This design comes from an exercise in tuning for small area on the open sky130 flow, not from production work. Where RTL was checked, it was by simulation tests only, not by an equivalence proof against the original. The clock input has no modelled driver; a real chip could not lean on it and would need a root buffer or a full tree. Power figures rest on the tool's default switching activity, not on a simulated workload.

== run 1 ==
## saat
module saat
 # (
    parameter BIR_SANIYE = 12_000,
    parameter [10:0] M_T = 0,
    parameter [13:0] M_Z = 0,
    parameter [4:0]  M_R = 0,
    parameter [2:0]  M_MT = 0,
    parameter [3:0]  M_MU = 0,
    parameter [1:0]  M_HT = 0,
    parameter [3:0]  M_HU = 0,
    parameter [3:0]  M_C = 0,
    parameter [1:0]  M_P = 0,
    parameter        M_I = 0,
    parameter        M_L = 0
   )
   (
    input sys_clk,
    input rst_n,
    input button_1,
    input button_2,
    output [2:0] led,
    output [7:0] segment,
    output [3:0] digit
   );
For scale: ~210 cells after synthesis, ~19 I/O pins, ~2000 um^2 of cells after synthesis.
clock: 10.0 ns
lec_check: 0
cap_margin: 20
core_margin: 2
core_utilization: 40
slew_margin: 20
standard.sh (not shown) runs the stock make flow with config.mk's settings and CLKGATE_MAP_FILE= SYNTH_SCRIPT=/design/flow/synth_recipe.tcl, a recipe that flattens the netlist after the stock synthesis.
==> flow/flow/run.sh <==
#!/bin/bash
# Own layout flow: the standard synthesis, then the combinational logic between
# the registers re-mapped by ABC for area (registers, their names and cells
# untouched), then the standard layout from floorplan to finish.
set -euo pipefail
cd "$(dirname "$0")/.."
W=$(pwd)
R=$W/orfs/results/$FLOW_PLATFORM/saat/base
YOSYS=$FLOW_HOME/../tools/install/yosys/bin/yosys
LIB=$FLOW_HOME/platforms/$FLOW_PLATFORM/lib/sky130_fd_sc_hd__tt_025C_1v80.lib

bash standard.sh synth > "$W/flow_synth.log" 2>&1
cp "$R/1_2_yosys.v" "$W/std_synth.v"

DONT_USE=$(sed -n '/^export DONT_USE_CELLS/,/^$/p' "$FLOW_HOME/platforms/$FLOW_PLATFORM/config.mk" \
  | tr ' \\' '\n\n' | grep '^sky130_fd_sc_hd__' | sed 's/^/-dont_use /' | tr '\n' ' ')

best=""
best_area=""
for s in flow/abc_a.script flow/abc_b.script flow/abc_c.script; do
  n=$(basename "$s" .script)
  cat > "$W/remap_$n.ys" <<EOY
read_liberty -ignore_miss_func $LIB
read_verilog $W/std_synth.v
hierarchy -top $FLOW_TOP
setattr -mod -set keep_hierarchy 1 sky130_fd_sc_hd__dfxtp_1 sky130_fd_sc_hd__conb_1
flatten
select $FLOW_TOP
rename -hide w:*.*
opt
abc -liberty $LIB $DONT_USE -script $W/$s
opt_clean -purge
hilomap -singleton -hicell sky130_fd_sc_hd__conb_1 HI -locell sky130_fd_sc_hd__conb_1 LO
insbuf -buf sky130_fd_sc_hd__buf_1 A X
splitnets
opt_clean -purge
tee -o $W/remap_$n.stat stat -liberty $LIB
write_verilog -noattr -noexpr -nohex -nodec -selected $W/remap_$n.v
EOY
  if "$YOSYS" -s "$W/remap_$n.ys" > "$W/remap_$n.log" 2>&1; then
    a=$(grep "Chip area" "$W/remap_$n.stat" | awk '{print $NF}')
    echo "$n $a" >> "$W/remap_areas.txt"
    if [[ -z "$best" ]] || awk "BEGIN{exit !($a < $best_area)}"; then
      best=$n; best_area=$a
    fi
  fi
done

if [[ -n "$best" ]]; then
  cp "$W/remap_$best.v" "$R/1_2_yosys.v"
  rm -f "$R/1_synth.odb" "$R/1_synth.sdc"
fi
echo "chosen: ${best:-standard} ${best_area}" >> "$W/remap_areas.txt"

bash standard.sh "BUFFER_PORTS_ARGS=-buffer_cell sky130_fd_sc_hd__buf_1" "CTS_ARGS=-sink_clustering_enable -repair_clock_nets -dont_use_dummy_load -buf_list sky130_fd_sc_hd__clkbuf_8 -sink_clustering_size 60 -sink_clustering_max_diameter 200" finish > "$W/flow_layout.log" 2>&1
==> flow/flow/abc_a.script <==
strash
dc2
dch -f
amap
==> flow/flow/abc_b.script <==
strash
dc2
&get -n
&dch -f
&nf -a
&put
==> flow/flow/abc_c.script <==
strash
dch -f
map -a
Edits applied to the flow inputs when going from run 1 to run 2:
-- flow/flow/run.sh --
<<< run 1, line 55
bash standard.sh "BUFFER_PORTS_ARGS=-buffer_cell sky130_fd_sc_hd__buf_1" "CTS_ARGS=-sink_clustering_enable -repair_clock_nets -dont_use_dummy_load -buf_list sky130_fd_sc_hd__clkbuf_8 -sink_clustering_size 60 -sink_clustering_max_diameter 200" finish > "$W/flow_layout.log" 2>&1
>>> run 2, line 55
bash standard.sh "BUFFER_PORTS_ARGS=-buffer_cell sky130_fd_sc_hd__buf_1" "CTS_ARGS=-repair_clock_nets -dont_use_dummy_load -buf_list sky130_fd_sc_hd__clkbuf_16" finish > "$W/flow_layout.log" 2>&1
Findings:
Both conditions hold for run 1: the flow ran to the end and the final layout passed the timing, DRC and antenna checks. Having completed the whole flow, run 2 delivered a layout that passed the timing, DRC and antenna checks. Changes observed in run 2 relative to run 1: power consumption increased by 0.000049 W relative to the old numbers, post-CTS setup-driven buffer insertion count roughly the same, worst path setup slack after routing increased 0.0099 ns.
Modified inputs, run 3 compared to run 2
-- flow/flow/run.sh --
<<< run 2, line 55
bash standard.sh "BUFFER_PORTS_ARGS=-buffer_cell sky130_fd_sc_hd__buf_1" "CTS_ARGS=-repair_clock_nets -dont_use_dummy_load -buf_list sky130_fd_sc_hd__clkbuf_16" finish > "$W/flow_layout.log" 2>&1
>>> run 3, line 55
bash standard.sh "BUFFER_PORTS_ARGS=-buffer_cell sky130_fd_sc_hd__buf_1" "CTS_ARGS=-sink_clustering_enable -repair_clock_nets -dont_use_dummy_load -buf_list sky130_fd_sc_hd__clkbuf_8 -sink_buffer_max_cap_derate 1.0" finish > "$W/flow_layout.log" 2>&1
## What came out
For the via count, run 3 came in about 0.8% higher than run 2 did. Between run 2 and run 3, the achievable frequency does not differ in any meaningful way. Run 3 — post-synthesis to final-layout area growth 2.8 points lower, run 2 as reference. Total power consumption of the routed design on run 3 is down relative to run 2. Run 3 vs. run 2: worst hold margin neither gained nor lost much; layout buffering overhead excluding clock cells essentially unchanged. Run 3 went all the way through the flow, and no timing, DRC or antenna check failed.
> inputs changed (run 3 -> run 4)
-- flow/flow/run.sh --
<<< run 3, line 55
bash standard.sh "BUFFER_PORTS_ARGS=-buffer_cell sky130_fd_sc_hd__buf_1" "CTS_ARGS=-sink_clustering_enable -repair_clock_nets -dont_use_dummy_load -buf_list sky130_fd_sc_hd__clkbuf_8 -sink_buffer_max_cap_derate 1.0" finish > "$W/flow_layout.log" 2>&1
>>> run 4, line 55
bash standard.sh "BUFFER_PORTS_ARGS=-buffer_cell sky130_fd_sc_hd__buf_1" "CTS_ARGS=-sink_clustering_enable -repair_clock_nets -dont_use_dummy_load -buf_list sky130_fd_sc_hd__clkbuf_16 -sink_buffer_max_cap_derate 1.0 -sink_clustering_size 60" finish > "$W/flow_layout.log" 2>&1
Results
Run 4 -> run 3: transition time at the pin with the least slew margin flat
Worst setup slack after layout on run 4 is ahead of run 3.
On worst hold slack, run 4 tracks run 3 almost exactly.
The lower reported clock group power of run 3 and run 4 is in run 3.
On total power, run 4 does worse than run 3.
Looking at largest vdd supply drop, run 4 sits 48% higher than run 3 does.
Per the comparison of run 4 with run 3, maximum frequency has remained practically unchanged, fill cell instance count of the final layout has decreased.
No functional check of the RTL was part of any run of this note.

* * *

The RTL this note starts from:
==> flow/design.v <==
module saat
 # (
    parameter BIR_SANIYE = 12_000,
    parameter [10:0] T_CMP = 11'b01111001111,
    parameter [13:0] Z_CMP = 14'b11100111111111,
    parameter [4:0]  R_CMP = 5'b01111
   )
   (
    input sys_clk,
    input rst_n,
    input button_1,
    input button_2,
    output [2:0] led,
    output [7:0] segment,
    output [3:0] digit
   );
localparam CC_END = BIR_SANIYE / 600;
localparam RC_END = BIR_SANIYE / 1000;
function [13:0] lfsr;
  input integer w;
  input integer n;
  integer i;
  reg fb;
  begin
    lfsr = 0;
    for (i = 0; i < n; i = i + 1) begin
      case (w)
        5:  fb = ~(lfsr[4] ^ lfsr[1]);
        11: fb = ~(lfsr[10] ^ lfsr[9]);
        default: fb = ~(lfsr[13] ^ lfsr[12] ^ lfsr[11] ^ lfsr[1]);
      endcase
      lfsr = {lfsr[12:0], fb} & ((14'd1 << w) - 1);
    end
  end
endfunction
localparam [10:0] T_OVF = lfsr(11, 60 * (CC_END + 1));
localparam [10:0] T_ONE = (CC_END > 0) ? 11'd1 : 11'd0;
localparam [13:0] Z_END = lfsr(14, BIR_SANIYE);
localparam [4:0]  R_END = lfsr(5, 2 * RC_END + 1);
localparam [4:0]  R_REF = lfsr(5, RC_END);
reg [10:0] t;
reg [13:0] z;
reg [4:0]  r;
reg [2:0]  mt;
reg [3:0]  mu;
reg [1:0]  ht;
reg [3:0]  hu;
reg [3:0]  c;
reg [1:0]  p;
reg        init;
reg        l;
wire b1 = ~button_1;
wire b2 = ~button_2;
wire both = b1 & b2;
wire any = b1 | b2;
wire s_ovf = ((t & T_CMP) == (T_OVF & T_CMP));
wire z_end = ((z & Z_CMP) == (Z_END & Z_CMP));
wire m_ovf = mt[2] & mt[1];
wire h_ovf = ht[1] & hu[2];
wire m_btn = b2 & z_end;
wire h_btn = b1 & z_end;
wire m_inc = m_btn | (~m_ovf & s_ovf);
wire m_clr = ~m_btn & (m_ovf | (both & ~s_ovf));
wire h_inc = h_btn | (~h_ovf & m_ovf);
wire h_clr = ~h_btn & (h_ovf | (both & ~m_ovf));
wire refresh = ((r & R_CMP) == (R_REF & R_CMP));
wire t_fb = ~(t[10] ^ t[9]);
wire z_fb = ~(z[13] ^ z[12] ^ z[11] ^ z[1]);
wire r_fb = ~(r[4] ^ r[1]);
reg [10:0] t_n;
reg [13:0] z_n;
reg [4:0]  r_n;
reg [2:0]  mt_n;
reg [3:0]  mu_n;
reg [1:0]  ht_n;
reg [3:0]  hu_n;
reg [3:0]  c_n;
reg [1:0]  p_n;
reg        i_n;
always @* begin
  if (both) t_n = 0;
  else if (s_ovf) t_n = T_ONE;
  else t_n = {t[9:0], t_fb};
  z_n = z;
  if (any) begin
    if (z_end) z_n = 0;
    else z_n = {z[12:0], z_fb};
  end
  if (r == R_END) r_n = 0;
  else r_n = {r[3:0], r_fb};
  mt_n = mt; mu_n = mu;
  if (m_clr) begin
    mt_n = 0; mu_n = 0;
  end else if (m_inc) begin
    if (mu == 4'd9) begin mu_n = 0; mt_n = mt + 1'b1; end
    else mu_n = mu + 1'b1;
  end
  ht_n = ht; hu_n = hu;
  if (h_clr) begin
    ht_n = 0; hu_n = 0;
  end else if (h_inc) begin
    if (hu == 4'd9) begin hu_n = 0; ht_n = ht + 1'b1; end
    else hu_n = hu + 1'b1;
  end
  i_n = init; p_n = p; c_n = c;
  if (refresh) begin
    i_n = 1'b0;
    if (!init) begin
      p_n = p + 1'b1;
      case (p)
        2'd0: c_n = mu;
        2'd1: if (~m_ovf) c_n = {1'b0, mt};
        2'd2: c_n = hu;
        2'd3: c_n = {2'b00, ht};
      endcase
    end
  end
end
always @(posedge sys_clk) begin
  if (!rst_n) begin
    t <= 0; z <= 0; r <= 0;
    mt <= 0; mu <= 0; ht <= 0; hu <= 0;
    c <= 4'd15; p <= 0; init <= 1'b1;
    l <= 1'b0;
  end else begin
    t <= t_n; z <= z_n; r <= r_n;
    mt <= mt_n; mu <= mu_n; ht <= ht_n; hu <= hu_n;
    c <= c_n; p <= p_n; init <= i_n;
    l <= ~any;
  end
end
assign led = {3{l}};
assign digit = init ? 4'b1111 : ~(4'b0001 << p);
localparam [15:0] SA = 16'b0000_1111_1110_1101;
localparam [15:0] SB = 16'b0001_1111_1001_1111;
localparam [15:0] SC = 16'b0011_0011_1111_1011;
localparam [15:0] SD = 16'b0110_0111_0110_1101;
localparam [15:0] SE = 16'b0100_0101_0100_0101;
localparam [15:0] SF = 16'b0111_0111_0111_0001;
localparam [15:0] SG = 16'b0111_1111_0111_1100;
assign segment = {~digit[3], SG[c], SF[c], SE[c], SD[c], SC[c], SB[c], SA[c]};
endmodule
clock: 10.0 ns
lec_check: 0
cap_margin: 20
core_margin: 2
core_utilization: 40
slew_margin: 20
==> flow/flow/run.sh <==
#!/bin/bash
# Own layout flow: the standard synthesis, then the combinational logic between
# the registers re-mapped by ABC for area (registers, their names and cells
# untouched; the smallest of several ABC scripts is kept), then the standard
# layout from floorplan to finish, with buf_1 port buffers and no CTS dummy
# loads.
set -euo pipefail
cd "$(dirname "$0")/.."
W=$(pwd)
R=$W/orfs/results/$FLOW_PLATFORM/saat/base
YOSYS=$FLOW_HOME/../tools/install/yosys/bin/yosys
LIB=$FLOW_HOME/platforms/$FLOW_PLATFORM/lib/sky130_fd_sc_hd__tt_025C_1v80.lib

bash standard.sh synth > "$W/flow_synth.log" 2>&1
cp "$R/1_2_yosys.v" "$W/std_synth.v"

DONT_USE=$(sed -n '/^export DONT_USE_CELLS/,/^$/p' "$FLOW_HOME/platforms/$FLOW_PLATFORM/config.mk" \
  | tr ' \\' '\n\n' | grep '^sky130_fd_sc_hd__' | sed 's/^/-dont_use /' | tr '\n' ' ')

remap() {
  local n=$1 s=$2
  cat > "$W/remap_$n.ys" <<EOY
read_liberty -ignore_miss_func $LIB
read_verilog $W/std_synth.v
hierarchy -top $FLOW_TOP
setattr -mod -set keep_hierarchy 1 sky130_fd_sc_hd__dfxtp_1 sky130_fd_sc_hd__conb_1
flatten
select $FLOW_TOP
rename -hide w:*.*
opt
abc -liberty $LIB $DONT_USE -script $W/$s
opt_clean -purge
hilomap -singleton -hicell sky130_fd_sc_hd__conb_1 HI -locell sky130_fd_sc_hd__conb_1 LO
insbuf -buf sky130_fd_sc_hd__buf_1 A X
splitnets
opt_clean -purge
tee -o $W/remap_$n.stat stat -liberty $LIB
write_verilog -noattr -noexpr -nohex -nodec -selected $W/remap_$n.v
EOY
  "$YOSYS" -s "$W/remap_$n.ys" > "$W/remap_$n.log" 2>&1 || true
}

pids=()
for s in flow/abc_*.script; do
  remap "$(basename "$s" .script)" "$s" &
  pids+=($!)
  if (( ${#pids[@]} >= 4 )); then wait "${pids[0]}"; pids=("${pids[@]:1}"); fi
done
wait

best=""
best_area=""
for st in "$W"/remap_*.stat; do
  n=$(basename "$st" .stat); n=${n#remap_}
  a=$(grep "Chip area" "$st" | awk '{print $NF}') || continue
  [[ -n "$a" ]] || continue
  echo "$n $a" >> "$W/remap_areas.txt"
  if [[ -z "$best" ]] || awk "BEGIN{exit !($a < $best_area)}"; then
    best=$n; best_area=$a
  fi
done

if [[ -n "$best" ]]; then
  cp "$W/remap_$best.v" "$R/1_2_yosys.v"
  rm -f "$R/1_synth.odb" "$R/1_synth.sdc"
fi
echo "chosen: ${best:-standard} ${best_area}" >> "$W/remap_areas.txt"

bash standard.sh "BUFFER_PORTS_ARGS=-buffer_cell sky130_fd_sc_hd__buf_1" \
  "CTS_ARGS=-sink_clustering_enable -repair_clock_nets -dont_use_dummy_load" \
  "POST_CTS_TCL=$W/flow/post_cts.tcl" "FLOW_CLK_PORT=sys_clk" \
  finish > "$W/flow_layout.log" 2>&1
==> flow/flow/abc_a.script <==
strash
dc2
dch -f
amap -F 5 -A 5
==> flow/flow/abc_b.script <==
strash
dc2
&get -n
&dch -f
&nf -R 1000
&put
==> flow/flow/post_cts.tcl <==
set block [ord::get_db_block]
set clk_port [$block findBTerm $::env(FLOW_CLK_PORT)]
set clk_net [$clk_port getNet]
set loads [$clk_net getITerms]
if { [llength $loads] == 1 } {
  set root [[lindex $loads 0] getInst]
  set root_out ""
  foreach it [$root getITerms] {
    if { [$it isOutputSignal] } { set root_out [$it getNet] }
  }
  if { $root_out != "" } {
    set leaves [$root_out getITerms]
    set ok 1
    set n 0
    foreach it $leaves {
      if { [$it isOutputSignal] } { continue }
      incr n
      set m [[$it getInst] getMaster]
      if { ![string match "sky130_fd_sc_hd__clkbuf_*" [$m getName]] } { set ok 0 }
    }
    if { $ok && $n >= 1 && $n <= 4 } {
      puts "post_cts: removing root clock buffer [$root getName], $n buffers now on the clock port"
      foreach it $leaves {
        if { [$it isOutputSignal] } { continue }
        $it disconnect
        $it connect $clk_net
      }
      odb::dbInst_destroy $root
      odb::dbNet_destroy $root_out
      estimate_parasitics -placement
    } else {
      puts "post_cts: clock tree left as is (ok=$ok, leaves=$n)"
    }
  }
}
Then changed:
==> flow/flow/abc_m7.script (new file) <==
&get -n
&deepsyn -T 150 -S 7
&put
dch -f
amap -F 5 -A 5
==> flow/flow/abc_m8.script (new file) <==
&get -n
&deepsyn -T 150 -S 8
&put
dch -f
amap -F 5 -A 5
==> flow/flow/abc_n1.script (new file) <==
&get -n
&deepsyn -T 150 -S 1
&dch -f
&nf -R 1000
&put
==> flow/flow/abc_n2.script (new file) <==
&get -n
&deepsyn -T 150 -S 2
&dch -f
&nf -R 1000
&put
==> flow/flow/abc_n3.script (new file) <==
&get -n
&deepsyn -T 150 -S 3
&dch -f
&nf -R 1000
&put
==> flow/flow/abc_n4.script (new file) <==
&get -n
&deepsyn -T 150 -S 4
&dch -f
&nf -R 1000
&put
==> flow/flow/abc_n5.script (new file) <==
&get -n
&deepsyn -T 150 -S 5
&dch -f
&nf -R 1000
&put
==> flow/flow/abc_n6.script (new file) <==
&get -n
&deepsyn -T 150 -S 6
&dch -f
&nf -R 1000
&put
Worst setup slack improved by 110 ps; maximum frequency came out higher by 3.1%; final cell count came out lower by 14%; die area came out lower by 3.8%.
Then changed:
--- a/flow/flow/run.sh
+++ b/flow/flow/run.sh
@@ -69,4 +69,3 @@
 bash standard.sh "BUFFER_PORTS_ARGS=-buffer_cell sky130_fd_sc_hd__buf_1" \
   "CTS_ARGS=-sink_clustering_enable -repair_clock_nets -dont_use_dummy_load" \
-  "POST_CTS_TCL=$W/flow/post_cts.tcl" "FLOW_CLK_PORT=sys_clk" \
   finish > "$W/flow_layout.log" 2>&1
==> flow/flow/abc_a.script (replaced) <==
strash
dc2
dch -f
amap
==> flow/flow/abc_b.script (replaced) <==
strash
dc2
&get -n
&dch -f
&nf -a
&put
==> flow/flow/abc_c.script (new file) <==
strash
dch -f
map -a
==> flow/flow/abc_d1.script (new file) <==
&get -n
&deepsyn -T 150 -S 1
&put
dch -f
amap
==> flow/flow/abc_d2.script (new file) <==
&get -n
&deepsyn -T 150 -S 2
&put
dch -f
amap
==> flow/flow/abc_d3.script (new file) <==
&get -n
&deepsyn -T 150 -S 3
&put
dch -f
amap
==> flow/flow/abc_d4.script (new file) <==
&get -n
&deepsyn -T 150 -S 4
&put
dch -f
amap
==> flow/flow/abc_d5.script (new file) <==
&get -n
&deepsyn -T 150 -S 5
&put
dch -f
amap
==> flow/flow/abc_d6.script (new file) <==
&get -n
&deepsyn -T 150 -S 6
&put
dch -f
amap
removed: flow/flow/abc_m7.script
removed: flow/flow/abc_m8.script
removed: flow/flow/abc_n1.script
removed: flow/flow/abc_n2.script
removed: flow/flow/abc_n3.script
removed: flow/flow/abc_n4.script
removed: flow/flow/abc_n5.script
removed: flow/flow/abc_n6.script
removed: flow/flow/post_cts.tcl
Effect:
- die area rises by about 1.3%
- global-route usage rises by 1.7 points
- worst hold slack stays flat
- synthesized cell count rises by about 20%
- synthesized area rises by 1.4%
- non-clock buffer count stays the same
- fmax falls by about 0.54%
- cell area rises by 1.9%
- power rises by 6.7%
- final cell count rises by about 15%
- routed wire length rises by 8.1%

## static timing again, ports no longer ideal
In the flow no input, the clock included, has a driving cell. The finished layouts below were timed again as built, in two steps.
Step 1, drivers: a clkbuf_16 drives sys_clk and a buf_2 each remaining input, both assumed.
Step 2, shift: input delay + t, output delay - t, t = (earliest + latest rising clock arrival at the registers) / 2. This alone moves slack from input paths to output paths.
a / b / c = ideal / step 1 / step 2; a / b = the first two.
run | t (ns) | setup slack, ns | clock arrival spread, ns | slew at the worst register clock pin (ns) | pins driven straight from the clock port
run 1 | 0.314 | 6.602 / 6.572 / 6.413 | 0.018 / 0.018 | 0.09 / 0.09 | 1
run 2 | 0.311 | 6.612 / 6.577 / 6.417 | 0.010 / 0.011 | 0.06 / 0.06 | 1
run 3 | 0.314 | 6.602 / 6.572 / 6.413 | 0.018 / 0.018 | 0.09 / 0.09 | 1
run 4 | 0.311 | 6.612 / 6.577 / 6.417 | 0.010 / 0.011 | 0.06 / 0.06 | 1
the first run of note 2 | 0.191 | 6.301 / 6.326 / 6.135 | 0.009 / 0.008 | 0.08 / 0.08 | 4
the second run of note 2 | 0.187 | 6.412 / 6.432 / 6.245 | 0.023 / 0.022 | 0.09 / 0.09 | 4
the third run of note 2 | 0.310 | 6.392 / 6.391 / 6.081 | 0.014 / 0.014 | 0.09 / 0.09 | 1
After both steps setup and hold are still met in every run listed. For the third run of note 2, which loses most, drivers alone change the setup slack by -0.001 ns; drivers and shift together by -0.311 ns.
